From an optimization exercise on the open Yosys and OpenROAD flow, aimed at small area; shortcuts taken in it are not production practice. In this exercise RTL edits were held to simulation tests only and were not proved equivalent to the original. The clock port is modelled as an ideal driver, which makes a skipped or thinned clock tree look cheaper than it is; a real chip needs a root buffer or a tree.

==> flow/design.v (excerpt) <==
module quadratic_sequence (
    input  wire       i_clk,
    input  wire       i_rst_n,
    input  wire       i_write_en,
    input  wire       i_read_en,
    input  wire [4:0] i_data,
    output reg  [1:0] o_result,
    output wire [6:0] led1_data,
    output wire [6:0] led2_data,
    output wire [6:0] led1_A, led2_A, led1_B, led2_B, led1_C, led2_C
);
export LEC_CHECK = 0
export CAP_MARGIN = 20
export CORE_MARGIN = 2
export CORE_UTILIZATION = 40
export PLACE_DENSITY = 0.6
export SLEW_MARGIN = 20
create_clock -name core_clock -period 80.0 [get_ports {i_clk}]
standard.sh (not shown) runs the stock make flow with config.mk's settings and CLKGATE_MAP_FILE= SYNTH_SCRIPT=/design/flow/synth_recipe.tcl, a recipe that flattens the netlist after the stock synthesis.
==> flow/flow/run.sh <==
#!/bin/bash
set -euo pipefail
WORK=$PWD
export MY_ABC_SCRIPT=$WORK/flow/abc.script
export FLOW_SYNTH_TCL=$WORK/synth_recipe.tcl
CTS="-sink_clustering_enable -repair_clock_nets -dont_use_dummy_load"
if [[ -f $WORK/flow/cts_args ]]; then CTS=$(cat $WORK/flow/cts_args); fi
bash standard.sh ADDER_MAP_FILE= SYNTH_SCRIPT=$WORK/flow/synth.tcl \
  "BUFFER_PORTS_ARGS=-buffer_cell sky130_fd_sc_hd__buf_1" \
  "CTS_ARGS=$CTS" finish > $WORK/standard.log 2>&1
==> flow/flow/abc.script <==
strash
&get -n
&deepsyn -J 200
&put
dch
amap
topo
==> flow/flow/cts_args <==
-sink_clustering_enable -sink_clustering_size 30 -sink_clustering_max_diameter 200 -repair_clock_nets -dont_use_dummy_load -buf_list sky130_fd_sc_hd__clkbuf_8 -root_buf sky130_fd_sc_hd__clkbuf_8
==> flow/flow/synth.tcl <==
# The standard flow's synthesis script (synth_recipe.tcl) unchanged, except that every abc call
# runs flow/abc.script instead of ORFS's abc script.
proc abc {args} {
  set i [lsearch -exact $args -script]
  if {$i >= 0} { set args [lreplace $args $i [expr {$i + 1}] -script $::env(MY_ABC_SCRIPT)] }
  yosys abc {*}$args
}
source $::env(FLOW_SYNTH_TCL)
Then changed:
--- a/flow/flow/run.sh
+++ b/flow/flow/run.sh
@@ -2,5 +2,5 @@
 set -euo pipefail
 WORK=$PWD
-export MY_ABC_SCRIPT=$WORK/flow/abc.script
+export MY_ABC_DIR=$WORK/flow
 export FLOW_SYNTH_TCL=$WORK/synth_recipe.tcl
 CTS="-sink_clustering_enable -repair_clock_nets -dont_use_dummy_load"
==> flow/flow/abc_0.script (new file) <==
strash
&get -n
&deepsyn -J 200 -S 0
&put
dch
amap
topo
==> flow/flow/abc_1.script (new file) <==
strash
&get -n
&deepsyn -J 200 -S 1
&put
dch
amap
topo
==> flow/flow/abc_2.script (new file) <==
strash
&get -n
&deepsyn -J 200 -S 2
&put
dch
amap
topo
==> flow/flow/abc_3.script (new file) <==
strash
&get -n
&deepsyn -J 200 -S 3
&put
dch
amap
topo
==> flow/flow/abc_4.script (new file) <==
strash
&get -n
&deepsyn -J 200 -S 4
&put
dch
amap
topo
==> flow/flow/abc_5.script (new file) <==
strash
&get -n
&deepsyn -J 200 -S 5
&put
dch
amap
topo
==> flow/flow/synth.tcl (replaced) <==
# The standard flow's synthesis script (synth_recipe.tcl) unchanged, except for the abc calls:
# each abc call maps the combinational logic with every script flow/abc_*.script in turn,
# starting from the same netlist, and keeps the result with the smallest cell area.
proc abc {args} {
  set i [lsearch -exact $args -script]
  if {$i >= 0} { set args [lreplace $args $i [expr {$i + 1}]] }
  set lib ""
  set j [lsearch -exact $args -liberty]
  if {$j >= 0} { set lib [lindex $args [expr {$j + 1}]] }
  design -save my_pre_abc
  set best ""
  set best_area 0
  foreach scr [lsort [glob $::env(MY_ABC_DIR)/abc_*.script]] {
    design -load my_pre_abc
    yosys abc -script $scr {*}$args
    set report [tee -q -s result.string stat -liberty $lib]
    if {![regexp {Chip area for module '[^']*': ([0-9.]+)} $report -> area]} { error "no area for $scr" }
    puts "abc script [file tail $scr]: cell area $area"
    if {$best eq "" || $area < $best_area} {
      set best $scr
      set best_area $area
      design -save my_best_abc
    }
  }
  puts "abc: kept [file tail $best], cell area $best_area"
  design -load my_best_abc
}
source $::env(FLOW_SYNTH_TCL)
removed: flow/flow/abc.script
removed: flow/flow/cts_args
What happened:
- The new run finished clean
- via count went down by a few percent
- non-clock buffer count is unchanged
- die area went down by a few percent
- first-iteration DRC count went down by well over a third
- setup slack degrades by 7.6 ps
- synthesized cell count went down by a few percent
Then changed:
--- a/flow/flow/run.sh
+++ b/flow/flow/run.sh
@@ -2,5 +2,5 @@
 set -euo pipefail
 WORK=$PWD
-export MY_ABC_DIR=$WORK/flow
+export MY_ABC_SCRIPT=$WORK/flow/abc.script
 export FLOW_SYNTH_TCL=$WORK/synth_recipe.tcl
 CTS="-sink_clustering_enable -repair_clock_nets -dont_use_dummy_load"
==> flow/flow/abc.script (new file) <==
strash
&get -n
&deepsyn -J 200
&put
dch
amap
topo
==> flow/flow/synth.tcl (replaced) <==
# The standard flow's synthesis script (synth_recipe.tcl) unchanged, except that every abc call
# runs flow/abc.script instead of ORFS's abc script.
proc abc {args} {
  set i [lsearch -exact $args -script]
  if {$i >= 0} { set args [lreplace $args $i [expr {$i + 1}] -script $::env(MY_ABC_SCRIPT)] }
  yosys abc {*}$args
}
source $::env(FLOW_SYNTH_TCL)
removed: flow/flow/abc_0.script
removed: flow/flow/abc_1.script
removed: flow/flow/abc_2.script
removed: flow/flow/abc_3.script
removed: flow/flow/abc_4.script
removed: flow/flow/abc_5.script
After rerunning: The changed run went through all stages and came out clean. Via count climbs by a few percent. Area after synthesis climbs by a few percent. Register-to-register slack degrades by 4000 ps. Core utilization is higher by 0.59 points.
Then changed:
==> flow/flow/cts_args (new file) <==
-repair_clock_nets -dont_use_dummy_load -buf_list sky130_fd_sc_hd__clkbuf_8 -root_buf sky130_fd_sc_hd__clkbuf_8
The changed run completed without violations.
Maximum frequency stays the same.
Worst hold slack is unchanged.
Sequential cell count does not change.
Non-clock buffer count is unchanged.
Cell count stays the same.
Global-route usage is unchanged.
Via count does not change.

---

Another version of the RTL of quadratic_sequence (not shown whole).
Size: roughly 350 cells after synthesis.
==> flow/config.mk <==
export PLATFORM = sky130hd
export DESIGN_NAME = quadratic_sequence
export DESIGN_NICKNAME = quadratic_sequence
export VERILOG_FILES = /design/flow/design.v
export SDC_FILE = /design/flow/constraint.sdc
export NUM_CORES = 4
export LEC_CHECK = 0
export CAP_MARGIN = 20
export CORE_MARGIN = 2
export CORE_UTILIZATION = 40
export PLACE_DENSITY = 0.6
export SLEW_MARGIN = 20
==> flow/constraint.sdc <==
create_clock -name core_clock -period 80.0 [get_ports {i_clk}]
set_input_delay 16.0000 -clock core_clock [delete_from_list [all_inputs] [get_ports {i_clk}]]
set_output_delay 16.0000 -clock core_clock [all_outputs]
set_load 0.01 [all_outputs]
==> flow/flow/run.sh <==
#!/bin/bash
set -euo pipefail
WORK=$PWD
export MY_ABC_SCRIPT=$WORK/flow/abc.script
export FLOW_SYNTH_TCL=$WORK/synth_recipe.tcl
CTS="-sink_clustering_enable -repair_clock_nets -dont_use_dummy_load"
if [[ -f $WORK/flow/cts_args ]]; then CTS=$(cat $WORK/flow/cts_args); fi
bash standard.sh ADDER_MAP_FILE= SYNTH_SCRIPT=$WORK/flow/synth.tcl \
  "BUFFER_PORTS_ARGS=-buffer_cell sky130_fd_sc_hd__buf_1" \
  "CTS_ARGS=$CTS" POST_CTS_TCL=$WORK/flow/post_cts.tcl finish > $WORK/standard.log 2>&1
==> flow/flow/abc.script <==
strash
&get -n
&deepsyn -J 200
&put
dch
amap
topo
==> flow/flow/post_cts.tcl <==
# After clock tree synthesis: the tree for this small design is one root buffer and two
# leaf buffers. Drive every clock sink from the root buffer instead (upsized to clkbuf_16),
# remove the leaf buffers, and legalize the placement again.
set block [ord::get_db_block]
set root [$block findInst clkbuf_0_i_clk]
if { $root != "NULL" } {
  set root_net [[$root findITerm X] getNet]
  foreach leaf [$block getInsts] {
    set name [$leaf getName]
    if { ![string match "clkbuf_1_*_i_clk" $name] } { continue }
    set leaf_net [[$leaf findITerm X] getNet]
    foreach it [$leaf_net getITerms] {
      if { [$it getInst] != $leaf } {
        $it disconnect
        $it connect $root_net
      }
    }
    [$leaf findITerm A] disconnect
    [$leaf findITerm X] disconnect
    odb::dbInst_destroy $leaf
    odb::dbNet_destroy $leaf_net
    puts "post_cts: removed clock buffer $name"
  }
  replace_cell [$root getName] sky130_fd_sc_hd__clkbuf_16
  estimate_parasitics -placement
  detailed_placement
  check_placement -verbose
  report_clock_skew
}
==> flow/flow/synth.tcl <==
# The standard flow's synthesis script (synth_recipe.tcl) unchanged, except that every abc call
# runs flow/abc.script instead of ORFS's abc script.
proc abc {args} {
  set i [lsearch -exact $args -script]
  if {$i >= 0} { set args [lreplace $args $i [expr {$i + 1}] -script $::env(MY_ABC_SCRIPT)] }
  yosys abc {*}$args
}
source $::env(FLOW_SYNTH_TCL)
The first run went through all stages and came out clean.
==> next run, changes <==
--- a/flow/flow/post_cts.tcl
+++ b/flow/flow/post_cts.tcl
@@ -24 +24 @@
-  replace_cell [$root getName] sky130_fd_sc_hd__clkbuf_16
+  replace_cell $root sky130_fd_sc_hd__clkbuf_16
With this change the flow stopped in clock tree synthesis, error STA-0124.
Area after synthesis does not change.
Synthesized cell count is unchanged.

---

quadratic_sequence, a different RTL version from the one above (not shown whole).
Size: roughly 24 flip-flops.
==> flow/config.mk <==
export PLATFORM = sky130hd
export DESIGN_NAME = quadratic_sequence
export DESIGN_NICKNAME = quadratic_sequence
export VERILOG_FILES = /design/flow/design.v
export SDC_FILE = /design/flow/constraint.sdc
export NUM_CORES = 4
export LEC_CHECK = 0
export CAP_MARGIN = 20
export CORE_MARGIN = 2
export CORE_UTILIZATION = 40
export PLACE_DENSITY = 0.6
export SLEW_MARGIN = 20
==> flow/constraint.sdc <==
create_clock -name core_clock -period 80.0 [get_ports {i_clk}]
set_input_delay 16.0000 -clock core_clock [delete_from_list [all_inputs] [get_ports {i_clk}]]
set_output_delay 16.0000 -clock core_clock [all_outputs]
set_load 0.01 [all_outputs]
==> flow/flow/run.sh <==
#!/bin/bash
set -euo pipefail
WORK=$PWD
export MY_ABC_DIR=$WORK/flow
export FLOW_SYNTH_TCL=$WORK/synth_recipe.tcl
CTS="-sink_clustering_enable -repair_clock_nets -dont_use_dummy_load"
if [[ -f $WORK/flow/cts_args ]]; then CTS=$(cat $WORK/flow/cts_args); fi
bash standard.sh ADDER_MAP_FILE= SYNTH_SCRIPT=$WORK/flow/synth.tcl \
  "BUFFER_PORTS_ARGS=-buffer_cell sky130_fd_sc_hd__buf_1" \
  "CTS_ARGS=$CTS" POST_CTS_TCL=$WORK/flow/post_cts.tcl finish > $WORK/standard.log 2>&1
==> flow/flow/post_cts.tcl <==
# After clock tree synthesis: the tree for this small design is one root buffer and two
# leaf buffers. Drive every clock sink from the root buffer instead (upsized to clkbuf_16),
# remove the leaf buffers, and legalize the placement again.
set block [ord::get_db_block]
set root [$block findInst clkbuf_0_i_clk]
if { $root != "NULL" } {
  set root_net [[$root findITerm X] getNet]
  foreach leaf [$block getInsts] {
    set name [$leaf getName]
    if { ![string match "clkbuf_1_*_i_clk" $name] } { continue }
    set leaf_net [[$leaf findITerm X] getNet]
    foreach it [$leaf_net getITerms] {
      if { [$it getInst] != $leaf } {
        $it disconnect
        $it connect $root_net
      }
    }
    [$leaf findITerm A] disconnect
    [$leaf findITerm X] disconnect
    odb::dbInst_destroy $leaf
    odb::dbNet_destroy $leaf_net
    puts "post_cts: removed clock buffer $name"
  }
  replace_cell [$root getName] sky130_fd_sc_hd__clkbuf_16
  estimate_parasitics -placement
  detailed_placement
  check_placement -verbose
  report_clock_skew
}
Other scripts of this flow, unchanged in this note and not shown: flow/flow/abc_p00.script, flow/flow/abc_p01.script, flow/flow/abc_p02.script, flow/flow/abc_p03.script, flow/flow/abc_p04.script, flow/flow/abc_p05.script, flow/flow/abc_p06.script, flow/flow/abc_p07.script, flow/flow/abc_p08.script, flow/flow/abc_p09.script, flow/flow/abc_p10.script, flow/flow/abc_p11.script, flow/flow/abc_t00.script, flow/flow/abc_t01.script, flow/flow/abc_t02.script, flow/flow/abc_t03.script, flow/flow/abc_t04.script, flow/flow/abc_t05.script, flow/flow/abc_t06.script, flow/flow/abc_t07.script, flow/flow/abc_t08.script, flow/flow/abc_t09.script, flow/flow/abc_t10.script, flow/flow/abc_t11.script, flow/flow/synth.tcl
Then changed:
--- a/flow/flow/run.sh
+++ b/flow/flow/run.sh
@@ -10 +10 @@
-  "CTS_ARGS=$CTS" POST_CTS_TCL=$WORK/flow/post_cts.tcl finish > $WORK/standard.log 2>&1
+  "CTS_ARGS=$CTS" finish > $WORK/standard.log 2>&1
removed: flow/flow/post_cts.tcl
What happened: Synthesized area is unchanged. Routed wire length barely changes.

---

## R
Another version of the RTL of quadratic_sequence (not shown whole).
For scale: about 480 cells after synthesis, roughly 24 flip-flops, ~67 I/O pins, roughly 2800 um^2 of cells after synthesis.
Settings: LEC_CHECK=0, CAP_MARGIN=20, CORE_MARGIN=2, CORE_UTILIZATION=40, PLACE_DENSITY=0.6, SLEW_MARGIN=20; clock period 80.0 ns.
==> flow/flow/run.sh <==
#!/bin/bash
set -euo pipefail
WORK=$PWD
export MY_ABC_SCRIPT=$WORK/flow/abc.script
export FLOW_SYNTH_TCL=$WORK/synth_recipe.tcl
bash standard.sh ADDER_MAP_FILE= SYNTH_SCRIPT=$WORK/flow/synth.tcl \
  "BUFFER_PORTS_ARGS=-buffer_cell sky130_fd_sc_hd__buf_1" finish > $WORK/standard.log 2>&1
==> flow/flow/abc.script <==
strash
&get -n
&deepsyn -T 60
&put
dch
map -a
topo
Scripts as last shown in full above: flow/flow/synth.tcl
Edits applied to the flow inputs when going from R to T:
==> flow/run.sh (new file) <==
#!/bin/bash
# synth_recipe.tcl (not shown) runs the flow's synth.tcl, then flattens the netlist and writes it again
# the make line also repeats each setting of config.mk as NAME=value (left out here)
make -C /OpenROAD-flow-scripts/flow DESIGN_CONFIG=/design/flow/config.mk WORK_HOME=/design/flow/orfs CLKGATE_MAP_FILE= SYNTH_SCRIPT=/design/flow/synth_recipe.tcl finish
removed: flow/flow/run.sh
removed: flow/flow/abc.script
removed: flow/flow/synth.tcl
removed: flow/standard.sh
[summary]
In the reports for T and R, the larger synthesized netlist net count belongs to T.
Between T and R, cell count after synthesis is lower for R, T comes in above that.
NOTE: sequential share of layout area in T falls short of that of R
For number of enable-type register cells in the synthesized netlist, R and T come out practically identical.
Routed wire length, T vs R: up by more than a quarter
Summary of the comparison: met2 routed wirelength is higher in T, relative to R.
In T, the critical path depth came out 4 below the value in R.

==> static timing again, ports no longer ideal <==
The flow's constraints put no driver on any port. The routed layouts listed below were extracted and timed again, unchanged, in two steps.
Step 1 assumes that a clkbuf_16 drives the clock port and a buf_2 every other input.
Step 2 adds t to the input delays and takes it off the output delays; t is the mean of the earliest and latest rising clock arrival at the registers after step 1. Input paths then give back, and output paths get back, about the clock's delay inside the block.
Three values: ideal, step 1, step 2; two values: the first two.
run | t (ns) | slack for setup (ns) | worst setup path at the end | worst data-port slew with drivers (ns)
the first run of note 1 | 0.291 | 62.028 / 62.001 / 62.293 | register to output | 0.03
the second run of note 1 | 0.289 | 62.021 / 61.996 / 62.285 | register to output | 0.03
the third run of note 1 | 0.291 | 62.028 / 62.001 / 62.293 | register to output | 0.03
the fourth run of note 1 | 0.291 | 62.028 / 62.001 / 62.293 | register to output | 0.03
the first run of note 2 | 0.189 | 62.137 / 62.107 / 62.296 | register to output | 0.03
the first run of note 3 | 0.182 | 62.276 / 62.248 / 62.415 | input to register | 0.03
the second run of note 3 | 0.282 | 62.190 / 62.167 / 62.449 | register to output | 0.03
R | 0.299 | 61.663 / 61.633 / 61.933 | register to output | 0.03
T | 0.288 | 61.385 / 61.350 / 61.638 | register to output | 0.03
After both steps every run listed still meets setup and hold.
